Context: an optimization exercise on an open-source flow, tuned for small area and a short achievable clock period. The choices shown serve that exercise and are no tape-out recipe.
RTL that was checked went through simulation tests only; none was proved equivalent to the original.
Power is estimated from default activity; no workload was simulated.

==> flow/design.v <==
module cpu8(clk,rst,IR,Data_in,PC,MW_out,Address,Data_out,R0d,R1d,R2d,R3d,R4d,R5d,R6d,R7d);
input clk,rst;
input [15:0] IR;
input [7:0] Data_in;
output [7:0] PC;
output MW_out;
output [7:0] Address,Data_out,R0d,R1d,R2d,R3d,R4d,R5d,R6d,R7d;
reg [7:0] PC;
reg [7:0] R0d,R1d,R2d,R3d,R4d,R5d,R6d,R7d;
wire [2:0] DA = IR[8:6];
wire [2:0] AA = IR[5:3];
wire [2:0] BA = IR[2:0];
wire MB = IR[15];
wire MD = IR[13];
wire RW = ~IR[14];
wire MW = IR[14] & ~IR[15];
wire PL = IR[14] & IR[15];
wire JB = IR[13];
wire BC = IR[9];
wire [3:0] FS = {IR[12:10], ~PL & IR[9]};
reg [7:0] A, Bd;
always @(*) begin
	case (AA)
	3'd0: A = R0d; 3'd1: A = R1d; 3'd2: A = R2d; 3'd3: A = R3d;
	3'd4: A = R4d; 3'd5: A = R5d; 3'd6: A = R6d; default: A = R7d;
	endcase
	case (BA)
	3'd0: Bd = R0d; 3'd1: Bd = R1d; 3'd2: Bd = R2d; 3'd3: Bd = R3d;
	3'd4: Bd = R4d; 3'd5: Bd = R5d; 3'd6: Bd = R6d; default: Bd = R7d;
	endcase
end
wire [7:0] B = MB ? {5'b00000, IR[2:0]} : Bd;
wire [7:0] X = FS[2] ? (FS[1] ? 8'hFF : ~B) : (FS[1] ? B : 8'h00);
wire [8:0] S9 = {A, 1'b1} + {X, FS[0]};
wire [7:0] S = S9[8:1];
reg [7:0] L;
always @(*) begin
	case (FS[2:0])
	3'd0: L = A & B;
	3'd1: L = A | B;
	3'd2: L = A ^ B;
	3'd3: L = ~A;
	3'd4: L = B;
	3'd5: L = {1'b0, B[7:1]};
	3'd6: L = {B[6:0], 1'b0};
	default: L = 8'h00;
	endcase
end
wire [7:0] G = FS[3] ? L : S;
wire [7:0] BusD = MD ? Data_in : G;
wire WE = RW & ~rst;
always @(posedge clk) begin
	if (WE && DA == 3'd0) R0d <= BusD;
	if (WE && DA == 3'd1) R1d <= BusD;
	if (WE && DA == 3'd2) R2d <= BusD;
	if (WE && DA == 3'd3) R3d <= BusD;
	if (WE && DA == 3'd4) R4d <= BusD;
	if (WE && DA == 3'd5) R5d <= BusD;
	if (WE && DA == 3'd6) R6d <= BusD;
	if (WE && DA == 3'd7) R7d <= BusD;
end
assign MW_out = MW & ~rst;
assign Address = A;
assign Data_out = B;
wire [2:0] f = IR[12:10];
wire [2:0] K = IR[2:0];
wire hz = ~|A[7:3];                  
wire ho = &A[7:3];                   
wire h1 = (A[7:3] == 5'b00001);
wire t0 = ~|A[6:3];
wire t1 = &A[6:3];
wire kz = (K == 3'd0);
wire [2:0] negK = 3'd0 - K;          
wire [2:0] Km = f[0] ? 3'd0 : K;     
wire [2:0] Km1 = Km + 3'd1;
wire km7 = (Km == 3'd7);
reg [2:0] tlo;
reg sz, so, s1;
always @(*) begin
	tlo = 3'd0; sz = 1'b1; so = 1'b0; s1 = 1'b0;
	case (f)
	3'd1: begin tlo = negK; sz = kz; so = ~kz; end
	3'd2, 3'd3: begin tlo = Km1; sz = ~km7; s1 = km7; end
	3'd5: tlo = K;
	default: ;
	endcase
end
wire Zc = (A[2:0] == tlo) & ((sz & hz) | (so & ho) | (s1 & h1));
wire c3p = ~kz & (A[2:0] >= negK);   
wire c3m = ~km7 & (A[2:0] >= Km1);   
reg Zb, Nb;
always @(*) begin
	case (f)
	3'd0, 3'd5: begin Zb = Zc; Nb = A[7]; end
	3'd1: begin Zb = Zc; Nb = A[7] ^ (c3p & t1); end
	3'd2, 3'd3: begin Zb = Zc; Nb = A[7] ^ (~c3m & t0); end
	3'd4: begin Zb = ((A[2:0] & K) == 3'd0); Nb = 1'b0; end
	default: begin Zb = kz; Nb = 1'b0; end
	endcase
end
wire jump = PL & JB;
wire branch = PL & ~JB & (BC ? Nb : Zb);
wire [7:0] ic;
assign ic[0] = 1'b1;
genvar gi;
generate for (gi = 1; gi < 8; gi = gi + 1) begin : inc
	assign ic[gi] = ic[gi-1] & PC[gi-1];
end endgenerate
wire [7:0] PC_inc = PC ^ ic;
wire [7:0] PC_br = PC + {2'b00, IR[8:6], IR[2:0]};
always @(posedge clk) begin
	if (rst) PC <= 8'd0;
	else if (jump) PC <= A;
	else if (branch) PC <= PC_br;
	else PC <= PC_inc;
end
endmodule
==> flow/config.mk <==
export PLATFORM = sky130hd
export DESIGN_NAME = cpu8
export DESIGN_NICKNAME = cpu8
export VERILOG_FILES = /design/flow/design.v
export SDC_FILE = /design/flow/constraint.sdc
export NUM_CORES = 4
export LEC_CHECK = 0
export CAP_MARGIN = 20
export CORE_MARGIN = 2
export CORE_UTILIZATION = 40
export SETUP_SLACK_MARGIN = 2
export SLEW_MARGIN = 20
==> flow/constraint.sdc <==
create_clock -name core_clock -period 7.0 [get_ports {clk}]
set_input_delay 1.4000 -clock core_clock [delete_from_list [all_inputs] [get_ports {clk}]]
set_output_delay 1.4000 -clock core_clock [all_outputs]
set_load 0.01 [all_outputs]
standard.sh (not shown) runs the stock make flow with config.mk's settings and CLKGATE_MAP_FILE= SYNTH_SCRIPT=/design/flow/synth_recipe.tcl, a recipe that flattens the netlist after the stock synthesis.
==> flow/flow/run.sh <==
#!/bin/bash
set -o pipefail
export BUFFER_PORTS_ARGS="-buffer_cell sky130_fd_sc_hd__buf_2"
bash standard.sh finish > standard.log 2>&1
==> next run, changes <==
--- a/flow/design.v
+++ b/flow/design.v
@@ -62,42 +62,31 @@
 assign MW_out = MW & ~rst;
 assign Address = A;
 assign Data_out = B;
 wire [2:0] f = IR[12:10];
 wire [2:0] K = IR[2:0];
-wire hz = ~|A[7:3];                  
-wire ho = &A[7:3];                   
+wire hz = ~|A[7:3];
 wire h1 = (A[7:3] == 5'b00001);
+wire ho = &A[7:3];
 wire t0 = ~|A[6:3];
 wire t1 = &A[6:3];
-wire kz = (K == 3'd0);
-wire [2:0] negK = 3'd0 - K;          
-wire [2:0] Km = f[0] ? 3'd0 : K;     
-wire [2:0] Km1 = Km + 3'd1;
-wire km7 = (Km == 3'd7);
-reg [2:0] tlo;
-reg sz, so, s1;
-always @(*) begin
-	tlo = 3'd0; sz = 1'b1; so = 1'b0; s1 = 1'b0;
-	case (f)
-	3'd1: begin tlo = negK; sz = kz; so = ~kz; end
-	3'd2, 3'd3: begin tlo = Km1; sz = ~km7; s1 = km7; end
-	3'd5: tlo = K;
-	default: ;
-	endcase
-end
-wire Zc = (A[2:0] == tlo) & ((sz & hz) | (so & ho) | (s1 & h1));
-wire c3p = ~kz & (A[2:0] >= negK);   
-wire c3m = ~km7 & (A[2:0] >= Km1);   
+wire [3:0] lp = {1'b0, A[2:0]} + {1'b0, K};
+wire Zp = (lp[2:0] == 3'd0) & (lp[3] ? ho : hz);
+wire Np = A[7] ^ (lp[3] & t1);
+wire [2:0] Km = f[0] ? 3'd0 : K;
+wire [3:0] lm = {1'b0, A[2:0]} + {1'b0, ~Km};
+wire Zm = (lm[2:0] == 3'd0) & (lm[3] ? hz : h1);
+wire Nm = A[7] ^ (~lm[3] & t0);
 reg Zb, Nb;
 always @(*) begin
 	case (f)
-	3'd0, 3'd5: begin Zb = Zc; Nb = A[7]; end
-	3'd1: begin Zb = Zc; Nb = A[7] ^ (c3p & t1); end
-	3'd2, 3'd3: begin Zb = Zc; Nb = A[7] ^ (~c3m & t0); end
+	3'd0: begin Zb = hz & (A[2:0] == 3'd0); Nb = A[7]; end
+	3'd1: begin Zb = Zp; Nb = Np; end
+	3'd2, 3'd3: begin Zb = Zm; Nb = Nm; end
 	3'd4: begin Zb = ((A[2:0] & K) == 3'd0); Nb = 1'b0; end
-	default: begin Zb = kz; Nb = 1'b0; end
+	3'd5: begin Zb = hz & (A[2:0] == K); Nb = A[7]; end
+	default: begin Zb = (K == 3'd0); Nb = 1'b0; end
 	endcase
 end
 wire jump = PL & JB;
 wire branch = PL & ~JB & (BC ? Nb : Zb);
 wire [7:0] ic;
=> The new run ran to the end with no violations. Die area grows by 2.8%. Power goes down by 7.7%. First-iteration DRC count goes up by 17%. Core utilization fell by 3.1 points. Global-route usage decreases by 0.94 points. Clock power goes down by 16%. Wire length falls by 3.2%. Clock-buffer cell count came out higher by 2. Final area fell by 2.7%. Critical path depth went up by 4. Worst hold slack improves by 0.055 ns. Combinational power shrinks by 5.7%. Via count increases by 0.59%.
Function not checked in the first run of this note: the RTL went through the layout flow alone.

========
Another version of the RTL of cpu8 (not shown whole).
For scale: about 72 flip-flops, ~120 I/O pins, ~5200 um^2 of cells after synthesis.
// cpu8
module cpu8(clk,rst,IR,Data_in,PC,MW_out,Address,Data_out,R0d,R1d,R2d,R3d,R4d,R5d,R6d,R7d);
input clk,rst;
input [15:0] IR;
input [7:0] Data_in;
output [7:0] PC;
output MW_out;
output [7:0] Address,Data_out,R0d,R1d,R2d,R3d,R4d,R5d,R6d,R7d;
reg [7:0] PC;
reg [7:0] R0d,R1d,R2d,R3d,R4d,R5d,R6d,R7d;
wire [2:0] DA = IR[8:6];
wire [2:0] AA = IR[5:3];
wire [2:0] BA = IR[2:0];
wire MB = IR[15];
wire MD = IR[13];
wire RW = ~IR[14];
wire MW = IR[14] & ~IR[15];
wire PL = IR[14] & IR[15];
wire JB = IR[13];
wire BC = IR[9];
wire [3:0] FS = {IR[12:10], ~PL & IR[9]};
wire [7:0] Rf [0:7];
assign Rf[0] = R0d; assign Rf[1] = R1d; assign Rf[2] = R2d; assign Rf[3] = R3d;
assign Rf[4] = R4d; assign Rf[5] = R5d; assign Rf[6] = R6d; assign Rf[7] = R7d;
wire [7:0] sela = 8'd1 << AA;
wire [7:0] selb = 8'd1 << BA;
reg [7:0] A, Bd;
integer ri;
always @(*) begin
	A = 8'h00; Bd = 8'h00;
  ...
==> module cpu8, before the edit <==
module cpu8(clk,rst,IR,Data_in,PC,MW_out,Address,Data_out,R0d,R1d,R2d,R3d,R4d,R5d,R6d,R7d);
input clk,rst;
input [15:0] IR;
input [7:0] Data_in;
output [7:0] PC;
output MW_out;
output [7:0] Address,Data_out,R0d,R1d,R2d,R3d,R4d,R5d,R6d,R7d;
reg [7:0] PC;
reg [7:0] R0d,R1d,R2d,R3d,R4d,R5d,R6d,R7d;
wire [2:0] DA = IR[8:6];
wire [2:0] AA = IR[5:3];
wire [2:0] BA = IR[2:0];
wire MB = IR[15];
wire MD = IR[13];
wire RW = ~IR[14];
wire MW = IR[14] & ~IR[15];
wire PL = IR[14] & IR[15];
wire JB = IR[13];
wire BC = IR[9];
wire [3:0] FS = {IR[12:10], ~PL & IR[9]};
wire [7:0] Rf [0:7];
assign Rf[0] = R0d; assign Rf[1] = R1d; assign Rf[2] = R2d; assign Rf[3] = R3d;
assign Rf[4] = R4d; assign Rf[5] = R5d; assign Rf[6] = R6d; assign Rf[7] = R7d;
wire [7:0] sela = 8'd1 << AA;
wire [7:0] selb = 8'd1 << BA;
reg [7:0] A, Bd;
integer ri;
always @(*) begin
	A = 8'h00; Bd = 8'h00;
	for (ri = 0; ri < 8; ri = ri + 1) begin
		A = A | (Rf[ri] & {8{sela[ri]}});
		Bd = Bd | (Rf[ri] & {8{selb[ri]}});
	end
end
wire [7:0] B = MB ? {5'b00000, IR[2:0]} : Bd;
wire [7:0] X = FS[2] ? (FS[1] ? 8'hFF : ~B) : (FS[1] ? B : 8'h00);
wire [8:0] S9 = {A, 1'b1} + {X, FS[0]};
wire [7:0] S = S9[8:1];
reg [3:0] tt;
always @(*) begin
	case (FS[1:0])
	2'd0: tt = 4'b1000;    
	2'd1: tt = 4'b1110;    
	2'd2: tt = 4'b0110;    
	default: tt = 4'b0011;  
	endcase
end
wire [7:0] Bs = FS[1] ? (FS[0] ? 8'h00 : {B[6:0], 1'b0}) : (FS[0] ? {1'b0, B[7:1]} : B);
wire [7:0] L;
genvar gl;
generate for (gl = 0; gl < 8; gl = gl + 1) begin : lu
	assign L[gl] = FS[2] ? Bs[gl] : tt[{A[gl], B[gl]}];
end endgenerate
wire [7:0] G = FS[3] ? L : S;
wire [7:0] BusD = MD ? Data_in : G;
wire WE = RW & ~rst;
always @(posedge clk) begin
	if (WE && DA == 3'd0) R0d <= BusD;
	if (WE && DA == 3'd1) R1d <= BusD;
	if (WE && DA == 3'd2) R2d <= BusD;
	if (WE && DA == 3'd3) R3d <= BusD;
	if (WE && DA == 3'd4) R4d <= BusD;
	if (WE && DA == 3'd5) R5d <= BusD;
	if (WE && DA == 3'd6) R6d <= BusD;
	if (WE && DA == 3'd7) R7d <= BusD;
end
assign MW_out = MW & ~rst;
assign Address = A;
assign Data_out = B;
wire Zb = ~|G;
wire Nb = G[7];
wire jump = PL & JB;
wire branch = PL & ~JB & (BC ? Nb : Zb);
wire [7:0] ic;
assign ic[0] = 1'b1;
genvar gi;
generate for (gi = 1; gi < 8; gi = gi + 1) begin : inc
	assign ic[gi] = ic[gi-1] & PC[gi-1];
end endgenerate
wire [7:0] PC_inc = PC ^ ic;
wire [7:0] PC_br = PC + {2'b00, IR[8:6], IR[2:0]};
wire sj = ~rst & jump;
wire sb = ~rst & branch;
wire si = ~rst & ~jump & ~branch;
always @(posedge clk)
	PC <= ({8{sj}} & A) | ({8{sb}} & PC_br) | ({8{si}} & PC_inc);
endmodule
export LEC_CHECK = 0
export ABC_AREA = 1
export CAP_MARGIN = 20
export CORE_MARGIN = 2
export CORE_UTILIZATION = 40
export SETUP_SLACK_MARGIN = 2.75
export SLEW_MARGIN = 20
create_clock -name core_clock -period 7.0 [get_ports {clk}]
==> flow/flow/run.sh <==
#!/bin/bash
# Layout flow: the standard ORFS flow (standard.sh) with these changes:
#  - synthesis leaves adders to ABC (no half/full adder cell extraction), so
#    the carry logic is mapped for delay together with the rest; registers
#    are the same as in the standard synthesis
#  - plain buffers (not delay cells) on the ports; the smallest one on ports
#    driven straight by registers (R0d..R7d, PC)
#  - a clock tree of clkbuf_8 without dummy loads
#  - timing repair by resizing and pin swaps only (no buffer insertion)
# Every tool's output is in the ORFS logs under orfs/logs; make's in standard.log.
set -o pipefail
export ADDER_MAP_FILE=
export BUFFER_PORTS_ARGS="-buffer_cell sky130_fd_sc_hd__buf_2"
export POST_GLOBAL_PLACE_TCL=$(pwd)/flow/small_out_bufs.tcl
export SETUP_MOVE_SEQUENCE="unbuffer,sizeup,swap"
export CTS_ARGS="-sink_clustering_enable -repair_clock_nets -dont_use_dummy_load -buf_list sky130_fd_sc_hd__clkbuf_8"
bash standard.sh finish > standard.log 2>&1
==> flow/flow/small_out_bufs.tcl <==
# Ports fed straight from registers (R0d..R7d, PC) are not timing-critical:
# give them the smallest buffer instead of the one buffer_ports used.
set db [ord::get_db]
set block [ord::get_db_block]
set small [$db findMaster sky130_fd_sc_hd__buf_1]
set n 0
foreach bt [$block getBTerms] {
  if {![regexp {^(R[0-7]d|PC)\[} [$bt getName]]} { continue }
  set net [$bt getNet]
  if {$net eq "NULL"} { continue }
  foreach it [$net getITerms] {
    if {[$it isOutputSignal]} {
      set inst [$it getInst]
      if {[[$inst getMaster] getName] eq "sky130_fd_sc_hd__buf_2"} { $inst swapMaster $small; incr n }
    }
  }
}
puts "small_out_bufs: $n output buffers resized to buf_1"
The baseline completed without violations.
==> next run, changes <==
--- a/flow/design.v
+++ b/flow/design.v
@@ -18,40 +18,39 @@
 wire JB = IR[13];
 wire BC = IR[9];
 wire [3:0] FS = {IR[12:10], ~PL & IR[9]};
-wire [7:0] Rf [0:7];
-assign Rf[0] = R0d; assign Rf[1] = R1d; assign Rf[2] = R2d; assign Rf[3] = R3d;
-assign Rf[4] = R4d; assign Rf[5] = R5d; assign Rf[6] = R6d; assign Rf[7] = R7d;
-wire [7:0] sela = 8'd1 << AA;
-wire [7:0] selb = 8'd1 << BA;
 reg [7:0] A, Bd;
-integer ri;
 always @(*) begin
-	A = 8'h00; Bd = 8'h00;
-	for (ri = 0; ri < 8; ri = ri + 1) begin
-		A = A | (Rf[ri] & {8{sela[ri]}});
-		Bd = Bd | (Rf[ri] & {8{selb[ri]}});
-	end
+	case (AA)
+	3'd0: A = R0d; 3'd1: A = R1d; 3'd2: A = R2d; 3'd3: A = R3d;
+	3'd4: A = R4d; 3'd5: A = R5d; 3'd6: A = R6d; default: A = R7d;
+	endcase
+	case (BA)
+	3'd0: Bd = R0d; 3'd1: Bd = R1d; 3'd2: Bd = R2d; 3'd3: Bd = R3d;
+	3'd4: Bd = R4d; 3'd5: Bd = R5d; 3'd6: Bd = R6d; default: Bd = R7d;
+	endcase
 end
 wire [7:0] B = MB ? {5'b00000, IR[2:0]} : Bd;
-wire [7:0] X = FS[2] ? (FS[1] ? 8'hFF : ~B) : (FS[1] ? B : 8'h00);
+wire xff = FS[3] ? (FS[2:0] == 3'b011) : (FS[2] & FS[1]);
+wire xinv = ~FS[3] & FS[2] & ~FS[1];
+wire xzero = ~FS[3] & ~FS[2] & ~FS[1];
+wire [7:0] X = xff ? 8'hFF : xzero ? 8'h00 : (B ^ {8{xinv}});
 wire [8:0] S9 = {A, 1'b1} + {X, FS[0]};
 wire [7:0] S = S9[8:1];
-reg [3:0] tt;
+wire [7:0] p = A ^ X;
+wire [7:0] g = A & X;
+reg [7:0] G;
 always @(*) begin
-	case (FS[1:0])
-	2'd0: tt = 4'b1000;    
-	2'd1: tt = 4'b1110;    
-	2'd2: tt = 4'b0110;    
-	default: tt = 4'b0011;  
+	case (FS)
+	4'b1000: G = g;
+	4'b1001: G = p | g;
+	4'b1010, 4'b1011: G = p;
+	4'b1100: G = B;
+	4'b1101: G = {1'b0, B[7:1]};
+	4'b1110: G = {B[6:0], 1'b0};
+	4'b1111: G = 8'h00;
+	default: G = S;
 	endcase
 end
-wire [7:0] Bs = FS[1] ? (FS[0] ? 8'h00 : {B[6:0], 1'b0}) : (FS[0] ? {1'b0, B[7:1]} : B);
-wire [7:0] L;
-genvar gl;
-generate for (gl = 0; gl < 8; gl = gl + 1) begin : lu
-	assign L[gl] = FS[2] ? Bs[gl] : tt[{A[gl], B[gl]}];
-end endgenerate
-wire [7:0] G = FS[3] ? L : S;
 wire [7:0] BusD = MD ? Data_in : G;
 wire WE = RW & ~rst;
 always @(posedge clk) begin
The new run completed with no timing, DRC or antenna violations.
Design area increases by 2.1%.
Die area increases by 0.60%.
Wire length decreases by 3.4%.
Via count decreases by 1.9%.
Worst setup slack got worse by 0.082 ns.
Non-clock buffer count decreases by 2.
Clock power increases by about 3%.
Hold slack got worse by 0.0070 ns.
Global-route usage decreases by 0.82 points.
Sequential power stays flat.
Register-to-register slack got worse by 0.02 ns.
No functional check of the RTL was part of any run of this note.

-- static timing again, ports no longer ideal --
Ports are ideal in the flow. The routed layouts listed here were re-timed in OpenROAD.
Step 1, drivers: a clkbuf_16 drives clk and a buf_2 each remaining input, both assumed.
Step 2 times the ports against the registers' clock, not the clock port: input delays grow and output delays shrink by t, the midpoint of the rising clock arrivals with the driver on.
Three values: no drivers, after step 1, after step 2; two values: the first two.
run	t, ns	setup slack, ns	worst hold slack (ns)
the first run of note 1	0.370	1.772 / 1.708 / 1.448	0.529 / 0.529 / 0.529
the second run of note 1	0.377	2.192 / 2.195 / 1.821	0.584 / 0.584 / 0.584
the first run of note 2	0.384	2.825 / 2.779 / 2.639	0.618 / 0.618 / 0.618
the second run of note 2	0.382	2.744 / 2.717 / 2.559	0.611 / 0.611 / 0.611
After both steps setup and hold are still met in every run listed. For the second run of note 1, which loses most, drivers alone change the setup slack by +0.003 ns; drivers and shift together by -0.371 ns.
